What follows belongs to an exercise in optimizing a design on an open flow for small area, a short achievable clock period and few clock cycles per item; a production flow would make more cautious choices.
At most, simulation tests tie the RTL to the original design; equivalence was not proved.
Power figures rest on the tool's default switching activity, not on a simulated workload.

## rev 12
// MD5
module MD5(
    input wire clk,
    input wire reset_n,
    input wire cs,
    input wire we,
    input wire [7:0] address,
    input wire [31:0] write_data,
    output wire [31:0] read_data
);
For scale: about 6600 cells after synthesis, about 76 I/O pins, about 49000 um^2 of cells after synthesis.
Settings: LEC_CHECK=0, ABC_AREA=1, CAP_MARGIN=20, CORE_MARGIN=2, CORE_UTILIZATION=45, CTS_CLUSTER_DIAMETER=220, CTS_CLUSTER_SIZE=18, SETUP_SLACK_MARGIN=4.1, SLEW_MARGIN=20, SYNTH_HIERARCHICAL=1; clock period 9.0 ns.
standard.sh (not shown) runs the stock make flow with config.mk's settings and CLKGATE_MAP_FILE= SYNTH_SCRIPT=/design/flow/synth_recipe.tcl, a recipe that flattens the netlist after the stock synthesis.
==> flow/flow/run.sh <==
#!/bin/bash
# The standard layout (the standard.sh) with two changes:
# - synthesis: Yosys does not map adders to the library's full/half-adder cells
#   (ADDER_MAP_FILE is empty), so ABC maps the adders' logic together with the
#   rest. Registers are mapped exactly as in the standard synthesis.
# - placement: every input and output port is still given a buffer, but the
#   buffer is sky130_fd_sc_hd__buf_4 instead of the delay cell that
#   buffer_ports picks by default.
# make's full output goes to flow_make.log; ORFS keeps each step's log under orfs/logs/.
set -euo pipefail
bash standard.sh ADDER_MAP_FILE= "BUFFER_PORTS_ARGS=-buffer_cell sky130_fd_sc_hd__buf_4" finish > flow_make.log 2>&1
The flow did not stop early for rev 12: all stages ran, and the layout cleared the timing, DRC and antenna checks.
The inputs of rev 13 differ from those of rev 12 as listed below.
Settings: a change of SETUP_SLACK_MARGIN from 4.1 to 4.0.
==> flow/flow/run.sh <==
#!/bin/bash
# The standard layout (the standard.sh), with one change to synthesis: Yosys does not map
# adders to the library's full/half-adder cells (ADDER_MAP_FILE is empty), so ABC maps the
# adders' logic together with the rest. Registers are mapped exactly as in the standard synthesis.
# make's full output goes to flow_make.log; ORFS keeps each step's log under orfs/logs/.
set -euo pipefail
bash standard.sh ADDER_MAP_FILE= finish > flow_make.log 2>&1
[summary]
- Changes observed in rev 13 relative to rev 12: number of gates resized after CTS picked up an extra about 130%, final-layout clock-cell area share neither gained nor lost much, via count picked up an extra 416, sequential share of layout area picked up an extra 0.30 points, internal power component lost 0.95%.
- Rev 13 | stages: all done | timing, DRC, antenna: all pass
- Rev 12: flow completed, timing, DRC and antenna clean
- Share of the cycle needed by the critical path after routing: rev 13 > rev 12
- Per the comparison of rev 13 with rev 12, largest clock skew in the final design +15 ps; routed wire length fell about 7%; clock buffer count increased by 10 relative to the old numbers.
No run of this note included a check of the RTL's function; only the layout flow was run.

---

Setup of build 9:
MD5, a different RTL version from the one above (not shown whole).
Size in the first run: about 6500 cells after synthesis, roughly 76 I/O pins.
## MD5
module MD5(
    input wire clk,
    input wire reset_n,
    input wire cs,
    input wire we,
    input wire [7:0] address,
    input wire [31:0] write_data,
    output wire [31:0] read_data
);
Settings: LEC_CHECK=0, ABC_AREA=1, CAP_MARGIN=20, CORE_MARGIN=2, CORE_UTILIZATION=50, CTS_CLUSTER_DIAMETER=220, CTS_CLUSTER_SIZE=18, SETUP_SLACK_MARGIN=4.0, SLEW_MARGIN=20, SYNTH_HIERARCHICAL=1; clock period 9.0 ns.
==> flow/flow/run.sh <==
#!/bin/bash
# The standard layout (the standard.sh), with one change to synthesis: Yosys does not map
# adders to the library's full/half-adder cells (ADDER_MAP_FILE is empty), so ABC maps the
# adders' logic together with the rest. Registers are mapped exactly as in the standard synthesis.
# make's full output goes to flow_make.log; ORFS keeps each step's log under orfs/logs/.
set -euo pipefail
bash standard.sh ADDER_MAP_FILE= finish > flow_make.log 2>&1
Build 9: no failed stages, no open violations at the end
Testbench counts of build 9, summed over its fixed seeds: cycles 13,695, blocks 192.
Here is what was changed in the inputs of build 67 compared with build 9.
# build 9
export LEC_CHECK = 0
export ABC_AREA = 1
export CAP_MARGIN = 20
export CORE_MARGIN = 2
export CORE_UTILIZATION = 50
export CTS_CLUSTER_DIAMETER = 220
export CTS_CLUSTER_SIZE = 18
export SETUP_SLACK_MARGIN = 4.0
export SLEW_MARGIN = 20
export SYNTH_HIERARCHICAL = 1
create_clock -name core_clock -period 9.0 [get_ports {clk}]
# build 67
export LEC_CHECK = 0
export ABC_AREA = 1
export CAP_MARGIN = 20
export CORE_MARGIN = 2
export CORE_UTILIZATION = 45
export CTS_CLUSTER_DIAMETER = 220
export CTS_CLUSTER_SIZE = 18
export SETUP_SLACK_MARGIN = 4.0
export SLEW_MARGIN = 20
export SYNTH_HIERARCHICAL = 1
create_clock -name core_clock -period 9.0 [get_ports {clk}]
==> flow/run.sh (new file) <==
#!/bin/bash
# synth_recipe.tcl (not shown) runs the flow's synth.tcl, then flattens the netlist and writes it again
# the make line also repeats each setting of config.mk as NAME=value (left out here)
make -C /OpenROAD-flow-scripts/flow DESIGN_CONFIG=/design/flow/config.mk WORK_HOME=/design/flow/orfs CLKGATE_MAP_FILE= SYNTH_SCRIPT=/design/flow/synth_recipe.tcl finish
removed: flow/flow/run.sh
removed: flow/standard.sh
[summary]
Between build 67 and build 9, the number of cells on the critical path is lower for build 9.
Proportion of total power due to net switching: build 67 > build 9
Compared with build 9, build 67 shows a power that is 19% higher.
Build 67: no failed stages, no open violations at the end
Cell area: build 67 > build 9
Here is what was changed in the inputs of build 83 compared with build 67.
# build 67
export LEC_CHECK = 0
export ABC_AREA = 1
export CAP_MARGIN = 20
export CORE_MARGIN = 2
export CORE_UTILIZATION = 45
export CTS_CLUSTER_DIAMETER = 220
export CTS_CLUSTER_SIZE = 18
export SETUP_SLACK_MARGIN = 4.0
export SLEW_MARGIN = 20
export SYNTH_HIERARCHICAL = 1
create_clock -name core_clock -period 9.0 [get_ports {clk}]
# build 83
export LEC_CHECK = 0
export ABC_AREA = 1
export CAP_MARGIN = 20
export CORE_MARGIN = 2
export CORE_UTILIZATION = 45
export CTS_CLUSTER_DIAMETER = 220
export CTS_CLUSTER_SIZE = 18
export SETUP_SLACK_MARGIN = 4.4
export SLEW_MARGIN = 20
export SYNTH_HIERARCHICAL = 1
create_clock -name core_clock -period 9.0 [get_ports {clk}]
==> flow/flow/run.sh (new file) <==
#!/bin/bash
# The standard layout (the standard.sh) with two changes:
# - synthesis: Yosys does not map adders to the library's full/half-adder cells
#   (ADDER_MAP_FILE is empty), so ABC maps the adders' logic together with the
#   rest. Registers are mapped exactly as in the standard synthesis.
# - placement: every input and output port is still given a buffer, but the
#   buffer is sky130_fd_sc_hd__buf_4 instead of the delay cell that
#   buffer_ports picks by default.
# make's full output goes to flow_make.log; ORFS keeps each step's log under orfs/logs/.
set -euo pipefail
bash standard.sh ADDER_MAP_FILE= "BUFFER_PORTS_ARGS=-buffer_cell sky130_fd_sc_hd__buf_4" finish > flow_make.log 2>&1
==> flow/standard.sh (new file) <==
#!/bin/bash
# synth_recipe.tcl (not shown) runs the flow's synth.tcl, then flattens the netlist and writes it again
# the make line also repeats each setting of config.mk as NAME=value (left out here)
make -C /OpenROAD-flow-scripts/flow DESIGN_CONFIG=/design/flow/config.mk WORK_HOME=/design/flow/orfs CLKGATE_MAP_FILE= SYNTH_SCRIPT=/design/flow/synth_recipe.tcl "${@:-finish}"
removed: flow/run.sh
--- outcome ---
Density: build 83 denser than build 67. Compared with build 67, in build 83 fill cell instance count of the final layout went up; max-cap violation count did not really move. Compared with build 67, build 83 shows a higher routed wire length. Delta (build 83 minus build 67): arrival time at the worst endpoint dropped 2.82 ns; data required time at the worst endpoint dropped 2.23 ns. Setup slack: build 83 more than build 67. Area after synthesis grows by a few percent when moving from build 67 to build 83. Build 83: register-to-register slack 0.86 ns above build 67. Build 83: slew of the pin with the lowest slew margin 0.18 ns above build 67. Looking at timing endpoint of the critical path, the read_data[22] result is from build 83; the core.b_reg[10] one comes from build 67. Compared with build 67, build 83 shows a higher clock network fraction of design power.
#### Input delta (build 82 over build 83)
# build 83
export LEC_CHECK = 0
export ABC_AREA = 1
export CAP_MARGIN = 20
export CORE_MARGIN = 2
export CORE_UTILIZATION = 45
export CTS_CLUSTER_DIAMETER = 220
export CTS_CLUSTER_SIZE = 18
export SETUP_SLACK_MARGIN = 4.4
export SLEW_MARGIN = 20
export SYNTH_HIERARCHICAL = 1
create_clock -name core_clock -period 9.0 [get_ports {clk}]
# build 82
export LEC_CHECK = 0
export ABC_AREA = 1
export CAP_MARGIN = 20
export CORE_MARGIN = 2
export CORE_UTILIZATION = 45
export CTS_CLUSTER_DIAMETER = 220
export CTS_CLUSTER_SIZE = 18
export SETUP_SLACK_MARGIN = 4.0
export SLEW_MARGIN = 20
export SYNTH_HIERARCHICAL = 1
create_clock -name core_clock -period 9.0 [get_ports {clk}]
==> flow/flow/run.sh <==
#!/bin/bash
# The standard layout (the standard.sh), with one change to synthesis: Yosys does not map
# adders to the library's full/half-adder cells (ADDER_MAP_FILE is empty), so ABC maps the
# adders' logic together with the rest. Registers are mapped exactly as in the standard synthesis.
# make's full output goes to flow_make.log; ORFS keeps each step's log under orfs/logs/.
set -euo pipefail
bash standard.sh ADDER_MAP_FILE= finish > flow_make.log 2>&1
## What came out
- Compared with build 83, build 82 has less setup slack.
- Comparing build 82 with build 83, the global placement routability congestion came out essentially unchanged.
- Number of cells in the finished layout apart from fillers, build 82 vs build 83: down slightly

-- afterwards: timing with drivers on the ports --
How much do the figures lean on ideal ports? The routed layouts below were timed once more, with nothing changed but the port constraints. Step 1 assumes that a clkbuf_16 drives the clock port and a buf_2 every other input. Step 2 adds t to the input delays and takes it off the output delays; t is the mean of the earliest and latest rising clock arrival at the registers after step 1. Input paths then give back, and output paths get back, about the clock's delay inside the block. a / b / c = ideal ports / drivers / drivers and shift; a / b = the first two.
run | t (ns) | slack for setup (ns) | worst slew at a driven data input, ns | cell pins on the clock port's net
rev 12 | 0.744 | 4.110 / 4.055 / 3.622 | 0.10 | 1
rev 13 | 0.754 | 4.000 / 3.966 / 3.465 | 0.09 | 1
build 9 | 0.738 | 4.070 / 3.966 / 3.515 | 0.11 | 1
build 67 | 0.747 | 3.518 / 3.518 / 3.440 | 0.11 | 1
build 83 | 0.750 | 4.110 / 4.068 / 4.043 | 0.10 | 1
build 82 | 0.747 | 4.031 / 4.014 / 3.504 | 0.12 | 1
After both steps setup and hold are still met in every run listed. For build 9, which loses most, drivers alone change the setup slack by -0.104 ns; drivers and shift together by -0.555 ns.
